Context: an optimization exercise on an open-source flow, tuned for small area. The choices shown serve that exercise and are no tape-out recipe.
In this exercise RTL edits were held to simulation tests only and were not proved equivalent to the original.
No activity file was given, so power comes from the tool's default toggle rates.

==> job 7473: inputs <==
// fifo16x8
module  fifo16x8(
    output full,
    output empty,
    output reg [7:0] data,
    input [7:0] wr_data,
    input we,re,
    input reset,
    input clock
);
==> module fifo16x8, before the edit <==
module  fifo16x8(
    output full,
    output empty,
    output reg [7:0] data,
    input [7:0] wr_data,
    input we,re,
    input reset,
    input clock
);
    reg [4:0] count;
    reg [3:0] wr_pntr;
    reg [3:0] rd_pntr;
    reg [7:0] mem[15:0];
    integer i;
    assign full = (count >= 5'b01111) ? 1'b1 : 1'b0;
    assign empty = (count == 5'b0) ? 1'b1 : 1'b0;
    always @(posedge clock)
    begin
        if (reset)
            count <= 5'b0;
        else if ((we && !full) && !(re && !empty))
            count <= count + 1;
        else if ((re && !empty) && !(we && !full))
            count <= count - 1;
    end
    always @(posedge clock)
    begin
        if (reset)
        begin
            wr_pntr <= 4'b0;
            for (i = 0; i < 16; i = i + 1)
                mem[i] <= 8'b0;
        end
        else if (we && !full)
        begin
            mem[wr_pntr] <= wr_data;
            wr_pntr <= wr_pntr + 1;
        end
    end
    always @(posedge clock)
    begin
        if (reset)
        begin
            rd_pntr <= 4'b0;
            data <= 8'd00;
        end
        else if (re && !empty)
        begin
            data <= mem[rd_pntr];
            rd_pntr <= rd_pntr + 1;
        end
    end
endmodule
clock: 5.0 ns
lec_check: 0
cap_margin: 20
core_margin: 2
core_utilization: 40
slew_margin: 20
run.sh (not shown) runs the stock make flow with config.mk's settings and CLKGATE_MAP_FILE= SYNTH_SCRIPT=/design/flow/synth_recipe.tcl, a recipe that flattens the netlist after the stock synthesis.
==> job 8232: changes against job 7473 <==
==> flow/design.v (replaced) <==
module  fifo16x8(
    output full,
    output empty,
    output reg [7:0] data,
    input [7:0] wr_data,
    input we,re,
    input reset,
    input clock
);
    reg [3:0] wr_pntr;
    reg [3:0] rd_pntr;
    reg       last_up;
    reg [7:0] mem[1:15];
    integer i;
    wire wr_ok, rd_ok, data_en, last_up_d;
    fifo_flags u_flags (.wr_pntr(wr_pntr), .rd_pntr(rd_pntr), .last_up(last_up),
                        .we(we), .re(re), .reset(reset),
                        .full(full), .empty(empty), .wr_ok(wr_ok), .rd_ok(rd_ok),
                        .data_en(data_en), .last_up_d(last_up_d));
    wire [3:0] wr_d, rd_d;
    fifo_lfsr u_wr_step (.q(wr_pntr), .en(wr_ok), .reset(reset), .d(wr_d));
    fifo_lfsr u_rd_step (.q(rd_pntr), .en(rd_ok), .reset(reset), .d(rd_d));
    wire [15:1] wr_sel, rd_sel;
    fifo_dec15 u_wr_dec (.a(wr_pntr), .en(wr_ok), .y(wr_sel));
    fifo_dec15n u_rd_dec (.a(rd_pntr), .en_n(reset), .y(rd_sel));
    wire [119:0] words;
    genvar g;
    generate
        for (g = 1; g < 16; g = g + 1) begin : w
            assign words[8*g-1 -: 8] = mem[g];
        end
    endgenerate
    wire [7:0] rd_word;
    fifo_rdmux u_rdmux (.words(words), .sel(rd_sel), .y(rd_word));
    always @(posedge clock)
        for (i = 1; i < 16; i = i + 1)
            if (wr_sel[i])
                mem[i] <= wr_data;
    always @(posedge clock)
        if (data_en)
            data <= rd_word;
    always @(posedge clock)
    begin
        wr_pntr <= wr_d;
        rd_pntr <= rd_d;
        last_up <= last_up_d;
    end
endmodule
module fifo_flags(
    input [3:0] wr_pntr,
    input [3:0] rd_pntr,
    input last_up,
    input we, re, reset,
    output full, empty, wr_ok, rd_ok, data_en, last_up_d
);
    wire same = (wr_pntr == rd_pntr);
    assign full  = same & last_up;
    assign empty = same & ~last_up;
    assign wr_ok = we & ~full;
    assign rd_ok = re & ~empty;
    assign data_en = reset | rd_ok;
    assign last_up_d = ~reset & ((wr_ok & ~rd_ok) | (last_up & ~(rd_ok & ~wr_ok)));
endmodule
module fifo_lfsr(
    input [3:0] q,
    input en, reset,
    output [3:0] d
);
    wire [3:0] step = {q[2:0], q[3] ^ q[2]};
    wire [3:0] held = en ? step : q;
    assign d = reset ? 4'b0001 : held;
endmodule
module fifo_dec15(
    input [3:0] a,
    input en,
    output [15:1] y
);
    wire [3:0] lo = {a[1] & a[0], a[1] & ~a[0], ~a[1] & a[0], ~a[1] & ~a[0]};
    wire [3:0] hi = {a[3] & a[2], a[3] & ~a[2], ~a[3] & a[2], ~a[3] & ~a[2]} & {4{en}};
    genvar k;
    generate
        for (k = 1; k < 16; k = k + 1) begin : d
            assign y[k] = hi[k / 4] & lo[k % 4];
        end
    endgenerate
endmodule
module fifo_dec15n(
    input [3:0] a,
    input en_n,
    output [15:1] y
);
    wire [3:0] lo = {a[1] & a[0], a[1] & ~a[0], ~a[1] & a[0], ~a[1] & ~a[0]};
    wire [3:0] hi = {a[3] & a[2], a[3] & ~a[2], ~a[3] & a[2], ~a[3] & ~a[2]} & {4{~en_n}};
    genvar k;
    generate
        for (k = 1; k < 16; k = k + 1) begin : d
            assign y[k] = hi[k / 4] & lo[k % 4];
        end
    endgenerate
endmodule
module fifo_rdmux(
    input [119:0] words,
    input [15:1] sel,
    output [7:0] y
);
    genvar b;
    generate
        for (b = 0; b < 8; b = b + 1) begin : bt
            wire [14:0] col;
            genvar k;
            for (k = 1; k < 16; k = k + 1) begin : e
                assign col[k-1] = words[8*(k-1) + b];
            end
            fifo_or15 u_or (.d(col), .s(sel), .y(y[b]));
        end
    endgenerate
endmodule
module fifo_or15(
    input [14:0] d,
    input [14:0] s,
    output y
);
    wire [4:0] n;
    genvar k;
    generate
        for (k = 0; k < 5; k = k + 1) begin : grp
            fifo_aoi222 u_g (.a1(d[3*k]), .a2(s[3*k]), .b1(d[3*k+1]), .b2(s[3*k+1]),
                             .c1(d[3*k+2]), .c2(s[3*k+2]), .y(n[k]));
        end
    endgenerate
    wire n012;
    fifo_and3 u_a (.a(n[0]), .b(n[1]), .c(n[2]), .y(n012));
    fifo_nand3 u_n (.a(n012), .b(n[3]), .c(n[4]), .y(y));
endmodule
module fifo_aoi222(input a1, a2, b1, b2, c1, c2, output y);
    assign y = ~((a1 & a2) | (b1 & b2) | (c1 & c2));
endmodule
module fifo_and3(input a, b, c, output y);
    assign y = a & b & c;
endmodule
module fifo_nand3(input a, b, c, output y);
    assign y = ~(a & b & c);
endmodule
==> flow/flow/run.sh (new file) <==
#!/bin/bash
# Standard ORFS layout with two changes: clock tree synthesis inserts no dummy
# loads and uses small clock buffers, and port buffers use the smallest buffer.
set -euo pipefail
export CTS_ARGS="-sink_clustering_enable -repair_clock_nets -dont_use_dummy_load -buf_list sky130_fd_sc_hd__clkbuf_8"
export BUFFER_PORTS_ARGS="-buffer_cell sky130_fd_sc_hd__buf_1"
bash standard.sh > standard.log 2>&1
==> flow/standard.sh (new file) <==
#!/bin/bash
# synth_recipe.tcl (not shown) runs the flow's synth.tcl, then flattens the netlist and writes it again
# the make line also repeats each setting of config.mk as NAME=value (left out here)
make -C /OpenROAD-flow-scripts/flow DESIGN_CONFIG=/design/flow/config.mk WORK_HOME=/design/flow/orfs CLKGATE_MAP_FILE= SYNTH_SCRIPT=/design/flow/synth_recipe.tcl "${@:-finish}"
--- a/flow/config.mk
+++ b/flow/config.mk
@@ -9,3 +9,5 @@
 export CORE_MARGIN = 2
 export CORE_UTILIZATION = 40
 export SLEW_MARGIN = 20
+export SYNTH_HIERARCHICAL = 1
+export SYNTH_MINIMUM_KEEP_SIZE = 0
removed: flow/run.sh
==> job 2986: changes against job 7473 <==
==> flow/design.v (replaced) <==
module  fifo16x8(
    output full,
    output empty,
    output reg [7:0] data,
    input [7:0] wr_data,
    input we,re,
    input reset,
    input clock
);
    reg [3:0] wr_pntr;
    reg [3:0] rd_pntr;
    reg       last_up;
    reg [7:0] mem[1:15];
    integer i;
    wire same = (wr_pntr == rd_pntr);
    assign full  = same & last_up;
    assign empty = same & ~last_up;
    wire wr_ok = we & ~full;
    wire rd_ok = re & ~empty;
    wire [3:0] wr_next = {wr_pntr[2:0], wr_pntr[3] ^ wr_pntr[2]};
    wire [3:0] rd_next = {rd_pntr[2:0], rd_pntr[3] ^ rd_pntr[2]};
    wire [15:1] wr_sel, rd_sel;
    fifo_dec15 u_wr_dec (.a(wr_pntr), .en(wr_ok),  .y(wr_sel));
    fifo_dec15 u_rd_dec (.a(rd_pntr), .en(~reset), .y(rd_sel));
    wire [119:0] words;
    genvar g;
    generate
        for (g = 1; g < 16; g = g + 1) begin : w
            assign words[8*g-1 -: 8] = mem[g];
        end
    endgenerate
    wire [7:0] rd_word;
    fifo_rdmux u_rdmux (.words(words), .sel(rd_sel), .y(rd_word));
    always @(posedge clock)
        for (i = 1; i < 16; i = i + 1)
            if (wr_sel[i])
                mem[i] <= wr_data;
    always @(posedge clock)
        if (reset || rd_ok)
            data <= rd_word;
    always @(posedge clock)
    begin
        if (reset)
        begin
            wr_pntr <= 4'b0001;
            rd_pntr <= 4'b0001;
            last_up <= 1'b0;
        end
        else
        begin
            if (wr_ok)
                wr_pntr <= wr_next;
            if (rd_ok)
                rd_pntr <= rd_next;
            if (wr_ok != rd_ok)
                last_up <= wr_ok;
        end
    end
endmodule
module fifo_dec15(
    input [3:0] a,
    input en,
    output [15:1] y
);
    wire [3:0] lo = {a[1] & a[0], a[1] & ~a[0], ~a[1] & a[0], ~a[1] & ~a[0]};
    wire [3:0] hi = {a[3] & a[2], a[3] & ~a[2], ~a[3] & a[2], ~a[3] & ~a[2]} & {4{en}};
    genvar k;
    generate
        for (k = 1; k < 16; k = k + 1) begin : d
            assign y[k] = hi[k / 4] & lo[k % 4];
        end
    endgenerate
endmodule
module fifo_rdmux(
    input [119:0] words,
    input [15:1] sel,
    output [7:0] y
);
    genvar b;
    generate
        for (b = 0; b < 8; b = b + 1) begin : bt
            wire [14:0] col;
            genvar k;
            for (k = 1; k < 16; k = k + 1) begin : e
                assign col[k-1] = words[8*(k-1) + b];
            end
            fifo_or15 u_or (.d(col), .s(sel), .y(y[b]));
        end
    endgenerate
endmodule
module fifo_or15(
    input [14:0] d,
    input [14:0] s,
    output y
);
    assign y = |(d & s);
endmodule
==> flow/flow/run.sh (new file) <==
#!/bin/bash
# Standard ORFS layout with two changes: clock tree synthesis inserts no dummy
# loads and uses small clock buffers, and port buffers use the smallest buffer.
set -euo pipefail
export CTS_ARGS="-sink_clustering_enable -repair_clock_nets -dont_use_dummy_load -buf_list sky130_fd_sc_hd__clkbuf_8"
export BUFFER_PORTS_ARGS="-buffer_cell sky130_fd_sc_hd__buf_1"
bash standard.sh > standard.log 2>&1
==> flow/standard.sh (new file) <==
#!/bin/bash
# synth_recipe.tcl (not shown) runs the flow's synth.tcl, then flattens the netlist and writes it again
# the make line also repeats each setting of config.mk as NAME=value (left out here)
make -C /OpenROAD-flow-scripts/flow DESIGN_CONFIG=/design/flow/config.mk WORK_HOME=/design/flow/orfs CLKGATE_MAP_FILE= SYNTH_SCRIPT=/design/flow/synth_recipe.tcl "${@:-finish}"
--- a/flow/config.mk
+++ b/flow/config.mk
@@ -9,3 +9,5 @@
 export CORE_MARGIN = 2
 export CORE_UTILIZATION = 40
 export SLEW_MARGIN = 20
+export SYNTH_HIERARCHICAL = 1
+export SYNTH_MINIMUM_KEEP_SIZE = 0
removed: flow/run.sh
==> qor summary <==
                                                       job 8232   job 2986   job 7473
Sequential cell power                                 0.00134 W  0.00150 W  0.00153 W
Minimum setup slack among reg-to-reg paths              1.84 ns    2.06 ns    1.92 ns
Clock distribution area overhead in the final layout     0.0425     0.0409     0.0713
Finished Cell Area                                    5510 um^2  5720 um^2  7940 um^2
Unique cell type count in the Yosys netlist                  24         29         39
Path length in cells of the critical path                     6          7         11
Post-Synthesis Net Count                                    286        335        534
Tightest Pin Transition                                 1.09 ns    1.07 ns   0.875 ns
Routed met3 length                                       731 um     650 um     592 um
M2 GR Usage                                               0.253      0.288      0.292
GRT met1 Usage                                            0.224      0.209      0.235
Status                         no timing/DRC/antenna violations  no timing/DRC/antenna violations  no timing/DRC/antenna violations
Fin util                                                  0.455      0.452      0.464
Post-Place Cells                                            461        510        737
Relative area change from synthesis to final layout       10.4%      9.69%      14.1%
Clk network pwr share                                     0.288      0.244      0.346

-- re-timing with driven ports --
The results above use ideal ports. As a check the final layouts listed here were re-extracted and re-timed, cells and wires unchanged. Step 1 sets driving cells, clkbuf_16 on the clock port and buf_2 on the other inputs (assumed; they add their load-dependent delay and slew). Step 2 also shifts input and output timing later by t, the mid clock arrival at the registers, as if the neighbouring blocks saw the same clock. Three values: ideal, step 1, step 2; two values: the first two.
run | t (ns) | setup slack, ns | worst data-port slew with drivers (ns) | pins driven straight from the clock port
job 7473 | 0.455 | 1.822 / 1.823 / 1.368 | 0.04 | 1
job 8232 | 0.449 | 1.845 / 1.845 / 1.719 | 0.03 | 1
job 2986 | 0.450 | 2.057 / 2.057 / 1.776 | 0.03 | 1
After both steps setup and hold are still met in every run listed. The setup slack of job 7473, which loses most, moves by +0.001 ns with the drivers and by -0.454 ns with both steps.
